From an optimization exercise on the open Yosys and OpenROAD flow, aimed at small area, a short achievable clock period and few clock cycles; shortcuts taken in it are not production practice. RTL that was checked went through simulation tests only; none was proved equivalent to the original. No activity file was given, so power comes from the tool's default toggle rates.

Design is_prime, start of the top module:
module is_prime
#(
    parameter WIDTH = 32
) (
    input clk,
    input rst_n,
    input valid_i,
    output ready_i,
    input [WIDTH-1:0] number,
    output reg result,
    output valid_o,
    input ready_o
);
    localparam K  = 2;           
    localparam NC = 17;          
    localparam M  = K * NC;      
    localparam W  = 34;          
    localparam S_IDLE  = 0,
               S_CLASS = 1,
               S_SETUP = 2,      
               S_FIX   = 3,      
               S_MUL   = 4,      
               S_CONV  = 5,      
               S_DBL   = 6,      
               S_CHK   = 7,      
               S_DONE  = 8,
               S_HORN  = 9,      
               S_CHKW  = 10;     
    localparam NS = 11;
    localparam [1:0] OP_SQR  = 2'd0,     
                     OP_SQRC = 2'd1,     
                     OP_CHK  = 2'd3;     
    reg [NS-1:0] st;
    reg [1:0]   op;
    reg [31:0]  n;
    reg [34:0]  x;           
    reg [32:0]  ar;          
    reg [W-1:0] sr, cr;      
    reg         ci;
    reg [K-1:0] ab;          
    reg [5:0]   cnt;
    reg [4:0]   e;           
    reg [4:0]   spos;        
    reg [4:0]   tpos;        
    reg [1:0]   base;        
    reg [1:0]   r3;
    reg [2:0]   r5, r7;
    reg [3:0]   r11, r13;
    reg [4:0]   r17, r19, r23;
    assign ready_i = st[S_IDLE];
    assign valid_o = st[S_DONE];
    wire nbit = n[e];
    reg  nbr;                
    wire at_s = (e == spos);
    wire any_zero = (r3 == 0) | (r5 == 0) | (r7 == 0) | (r11 == 0) |
                    (r13 == 0) | (r17 == 0) | (r19 == 0) | (r23 == 0);
    reg n_le1, n_eq2, small_n, small_prime;
    reg sp_in;
    always @(*) begin
        case (number[4:0])
            5'd3, 5'd5, 5'd7, 5'd11, 5'd13, 5'd17, 5'd19, 5'd23: sp_in = (number[31:5] == 0);
            default: sp_in = 1'b0;
  ...
Size: roughly 250 flip-flops, about 39 I/O pins.
export LEC_CHECK = 0
export ABC_CLOCK_PERIOD_IN_PS = 3000
export CAP_MARGIN = 20
export CORE_MARGIN = 2
export CORE_UTILIZATION = 40
export SETUP_SLACK_MARGIN = 1.3
export SLEW_MARGIN = 20
create_clock -name core_clock -period 5.0 [get_ports {clk}]
run.sh (not shown) runs the stock make flow with config.mk's settings and CLKGATE_MAP_FILE= SYNTH_SCRIPT=/design/flow/synth_recipe.tcl, a recipe that flattens the netlist after the stock synthesis.
==> next run, changes <==
--- a/flow/design.v
+++ b/flow/design.v
@@ -12,18 +12,25 @@
     output         ci_o
 );
     localparam WT = W + 3;
     wire [WT-1:0] p0 = a[0] ? {{(WT-33){1'b0}}, b} : {WT{1'b0}};
     wire [WT-1:0] p1 = a[1] ? {{(WT-33){1'b0}}, b} : {WT{1'b0}};
     wire [WT-1:0] sx = {{(WT-W){1'b0}}, s};
     wire [WT-1:0] cx = {{(WT-W){1'b0}}, c};
-    wire [2:0] k0 = s[0] + c[0] + ci + p0[0];
-    wire q0  = s[0] ^ c[0] ^ ci ^ p0[0];
-    wire c0m = (k0 == 3'd1) | (k0 == 3'd2);      
-    wire q1  = s[1] ^ c[1] ^ p0[1] ^ (q0 & n[1]) ^ c0m ^ p1[0];
+    wire q0 = s[0] ^ c[0] ^ ci ^ p0[0];
+    reg  g;
+    always @(*) begin
+        case ({s[0], c[0], ci, p0[0]})
+            4'b0000, 4'b1111: g = 1'b0;                              
+            4'b0001, 4'b0010, 4'b0100, 4'b1000: g = !n[1];           
+            4'b0111, 4'b1011, 4'b1101, 4'b1110: g = n[1];            
+            default: g = 1'b1;                                       
+        endcase
+    end
+    wire q1 = s[1] ^ c[1] ^ p0[1] ^ p1[0] ^ g;
     wire [WT-1:0] m0 = q0 ? {{(WT-32){1'b0}}, n} : {WT{1'b0}};
     wire [WT-1:0] m1 = q1 ? {{(WT-33){1'b0}}, n, 1'b0} : {WT{1'b0}};
     wire [WT-1:0] o2 = {p1[WT-2:0], ci};
     wire [WT-1:0] u1 = sx ^ cx ^ p0;
     wire [WT-1:0] v1 = {((sx & cx) | (sx & p0) | (cx & p0)), 1'b0};
     wire [WT-1:0] u2 = u1 ^ v1 ^ o2;
     wire [WT-1:0] v2 = {((u1 & v1) | (u1 & o2) | (v1 & o2)), 1'b0};
@@ -127,21 +134,20 @@
                 endcase
             end
         end
     endfunction
     wire hlast = (base == 1) ? (cnt[3:0] == 4'd5) : (cnt[3:0] == 4'd12);
     reg f_sum;               
     reg f_dbl, f_add, f_red, f_fix;
-    reg pos_x;               
-    wire sgn  = x[34];
-    wire nneg = (f_dbl & !sgn) | (f_red & pos_x);    
-    wire npos = (f_dbl & sgn)  | (f_fix & sgn);      
+    reg f_ax;                
+    reg nneg;                
+    reg npos;                
     wire [34:0] n2   = {2'b00, n, 1'b0};
     wire [34:0] ca   = {1'b0, sr} | (f_dbl ? {x[33:0], 1'b0} : 35'd0)
-                                  | (f_add | f_red | f_fix ? x : 35'd0);
+                                  | (f_ax ? x : 35'd0);
     wire [34:0] cb   = {1'b0, cr} | (f_add ? {2'b00, ar} : 35'd0)
                                   | (nneg ? ~n2 : 35'd0) | (npos ? n2 : 35'd0);
     wire [34:0] sum  = ca + cb + {34'd0, nneg | ci};
     wire [32:0] y    = sum[32:0];
     reg  eq_m1, eq_1;        
     wire chk_pass = eq_m1 | (at_s & eq_1);
     reg [NS-1:0] st_n;
@@ -274,17 +280,18 @@
         end
         eq_m1 <= (ar == {1'b0, n[31:1], 1'b0});
         eq_1  <= (ar == 33'd1);
         f_dbl <= dbl_n;
         f_add <= add_n;
         f_red <= red_n;
         f_fix <= fix_n;
+        f_ax  <= add_n | red_n | fix_n;
         f_sum <= dbl_n | add_n | red_n | fix_n | cx_n;
-        if (f_add)
-            pos_x <= !sgn;
+        nneg <= (dbl_n & !x_nx[34]) | (red_n & !x[34]);
+        npos <= (dbl_n | fix_n) & x_nx[34];
         ci <= mul & ci_nx;
         sr <= mul ? s_nx : {W{1'b0}};
         cr <= mul ? c_nx : {W{1'b0}};
         if (st_n[S_MUL] && !mul)
             ab <= (op_n == OP_CHK) ? {{(K-1){1'b0}}, 1'b1} : x_nx[K-1:0];
         else
             ab <= (op == OP_CHK) ? {K{1'b0}} : ab_nx;
What happened:
- setup slack gains 0.16 ns
- core utilization drops by 0.98 points
- hold slack improves by 0.0046 ns
- register-to-register slack improves by 0.16 ns
- routed wire length drops by 3.6%
- design area goes down by about 1.9%
- clock skew is about the same
- critical path depth decreases by 4
- final cell count is about the same
- clock-buffer cell count is higher by 1
- total power decreases by 1.4%
- die area rose by 0.60%
Testbench counts after the change, summed over its fixed seeds: cycles 37,394.
For the first run of this note, only the layout was checked, not whether the RTL still works.

==> what the ideal ports hide <==
The results above use ideal ports. As a check the final layouts listed here were re-extracted and re-timed, cells and wires unchanged.
Step 1 assumes that a clkbuf_16 drives the clock port and a buf_2 every other input.
Step 2 also shifts input and output timing later by t, the mid clock arrival at the registers, as if the neighbouring blocks saw the same clock.
Slacks: no drivers / after step 1 / after step 2; pairs: no drivers / after step 1.
run | t, ns | slack for setup (ns) | clock arrival spread, ns
the first run | 0.621 | 1.353 / 1.353 / 1.353 | 0.015 / 0.014
the second run | 0.619 | 1.514 / 1.514 / 1.514 | 0.014 / 0.014
After both steps every run listed still meets setup and hold.
